This is an optimization exercise on Yosys and OpenROAD, whose aim is small area, a short achievable clock period and few clock cycles, not a production implementation. Only simulation tests tie the RTL to the original design; equivalence was not proved. No activity file was given, so power comes from the tool's default toggle rates.

Design DT, start of the top module:
module DT(
	input 			clk,
	input			reset,
	output	reg		done ,
	output	reg		sti_rd ,
	output	reg 	[9:0]	sti_addr ,
	input		[15:0]	sti_di,
	output	reg		res_wr ,
	output	reg		res_rd ,
	output	reg 	[13:0]	res_addr ,
	output		[7:0]	res_do,
	input		[7:0]	res_di,
	output  reg fwpass_finish
	);
localparam OP_INIT  = 3'd0;
localparam OP_W     = 3'd1;    
localparam OP_RD    = 3'd2;    
localparam OP_FETCH = 3'd3;    
localparam OP_F     = 3'd4;    
localparam OP_FIX   = 3'd5;    
localparam OP_DONE  = 3'd6;
reg [2:0] op;
reg       bwd;
reg [1:0] slot;           
reg [5:0] far, mid, near;
reg       vf, vm, vn;
reg [5:0] rdo;
reg       pred;
reg       nb;             
reg       la_any, la_more, la_adj, pos0;
reg [3:0] la_nx;          
assign res_do = {2'b00, rdo};
wire [6:0] arow = res_addr[13:7];
wire [6:0] acol = res_addr[6:0];
wire [3:0] apos = res_addr[3:0];
wire [5:0] di = res_di[5:0];
wire       c_fr = far < rdo;
wire       c_mr = mid < rdo;
wire       c_mf = mid < far;
wire       sel_r = !c_fr && !c_mr;
wire       sel_f = !sel_r && !c_mf;
wire [5:0] mk = sel_r ? rdo : (sel_f ? far : mid);        
wire [5:0] rdo1 = (&rdo) ? rdo : rdo + 6'd1;
wire [5:0] far1 = (&far) ? far : far + 6'd1;
wire [5:0] mid1 = (&mid) ? mid : mid + 6'd1;
wire [5:0] mk1 = sel_r ? rdo1 : (sel_f ? far1 : mid1);
wire [5:0] di1 = di + 6'd1;                              
wire       flt = di < rdo;
wire       fgt = rdo < di;
wire       dlt = flt && (di < far) && (di < mid);
wire [5:0] m1 = dlt ? di1 : mk1;
wire       mz = (mk == 6'd0) || (di == 6'd0);
wire       zks = (vm && mid == 6'd0) || (vn && near == 6'd0);
wire [1:0] s0 = !vm ? 2'd0 : !vn ? 2'd1 : 2'd2;
wire [6:0] rowp1 = arow + 7'd1;
wire [6:0] rowm1 = arow - 7'd1;
wire [6:0] colp1 = acol + 7'd1;
wire [6:0] colp2 = acol + 7'd2;
wire [6:0] colm1 = acol - 7'd1;
wire [6:0] colm2 = acol - 7'd2;
wire [6:0] colps = (s0 == 2'd0) ? acol : (s0 == 2'd1) ? colp1 : colp2;
wire [6:0] colms = (s0 == 2'd0) ? acol : (s0 == 2'd1) ? colm1 : colm2;
  ...
export LEC_CHECK = 0
export CAP_MARGIN = 20
export CORE_MARGIN = 2
export CORE_UTILIZATION = 40
export CTS_BUF_LIST = sky130_fd_sc_hd__clkbuf_8
export CTS_CLUSTER_SIZE = 40
export PLACE_DENSITY = 0.8
export SETUP_SLACK_MARGIN = 2.25
export SLEW_MARGIN = 20
create_clock -name core_clock -period 5.0 [get_ports {clk}]
standard.sh (not shown) runs the stock make flow with config.mk's settings and CLKGATE_MAP_FILE= SYNTH_SCRIPT=/design/flow/synth_recipe.tcl, a recipe that flattens the netlist after the stock synthesis.
==> flow/flow/run.sh <==
#!/bin/bash
# The standard layout, with the port buffers made from the smallest buffer cell.
set -euo pipefail
bash standard.sh 'BUFFER_PORTS_ARGS=-buffer_cell sky130_fd_sc_hd__buf_1' finish > layout.log 2>&1
Testbench counts at the start, summed over its fixed seeds: cycles 587,452.
Change:
PLACE_DENSITY = 0.9   (was 0.8)
SETUP_SLACK_MARGIN = 2.2   (was 2.25)
=> The changed run passed the timing, design-rule and antenna checks. Utilization went down by 0.30 points. Global-route usage went up by 0.95 points. Non-clock buffer count went up by 4. Setup slack improves by 0.017 ns. First-iteration DRC count went up by 45%. Sequential share of layout area went up by 0.18 points. Cell area went down by 0.64%. Combinational power went up by about 2%. Cell count barely changes. Area after synthesis stays the same.
Change:
CORE_UTILIZATION = 70   (was 40)
PLACE_DENSITY = 0.8   (was 0.9)
Sequential power came out higher by about 2%.
Cell area rose by 3.3%.
Sequential cell count is unchanged.
Via count is higher by about 11%.
Combinational power goes up by 11%.
Synthesized cell count stays the same.
Area after synthesis stays the same.
Setup slack loses 0.31 ns.
Worst hold slack improved by 0.052 ns.
Utilization grows by 39 points.
Wire length rises by about 16%.
Change:
CORE_UTILIZATION = 55   (was 70)
After rerunning: Area after synthesis stays the same; routed wire length fell by 20%; total power goes down by 7.0%; global-route usage drops by 11 points; clock skew decreases by 0.0088 ns; core utilization shrinks by 22 points; final area goes down by 4.5%; setup slack improved by 0.38 ns; die area rose by 26%; cell count went down by 0.47%.
Change:
CORE_UTILIZATION = 40   (was 55)
SETUP_SLACK_MARGIN = 2.3   (was 2.2)
=> The new run went through all stages and came out clean. Power climbs by 1.2%. Via count went up by about 1.1%. Count of clock-buffer cells in the layout does not change. Core utilization falls by 16 points. Global-route usage goes down by 7.5 points.

re-timing with driven ports:
In the flow no input, the clock included, has a driving cell. The finished layouts below were timed again as built, in two steps. Step 1 assumes that a clkbuf_16 drives the clock port and a buf_2 every other input. Step 2 also shifts input and output timing later by t, the mid clock arrival at the registers, as if the neighbouring blocks saw the same clock. Slacks: no drivers / after step 1 / after step 2; pairs: no drivers / after step 1.
| run | t (ns) | setup WS [ns] | hold WS [ns] | worst register clock-pin slew, ns | pins driven straight from the clock port |
|---|---|---|---|---|---|
| the first run | 0.407 | 2.142 / 2.160 / 1.752 | 0.542 / 0.543 / 0.581 | 0.08 / 0.08 | 1 |
| the second run | 0.403 | 2.159 / 2.168 / 1.764 | 0.546 / 0.546 / 0.556 | 0.08 / 0.08 | 1 |
| the third run | 0.408 | 1.853 / 1.853 / 1.578 | 0.598 / 0.598 / 0.598 | 0.10 / 0.10 | 1 |
| the fourth run | 0.399 | 2.233 / 2.233 / 1.853 | 0.562 / 0.562 / 0.562 | 0.08 / 0.08 | 1 |
| the fifth run | 0.407 | 2.153 / 2.166 / 1.759 | 0.533 / 0.537 / 0.585 | 0.08 / 0.08 | 1 |
After both steps every run listed still meets setup and hold. The setup slack of the second run, which loses most, moves by +0.009 ns with the drivers and by -0.395 ns with both steps.
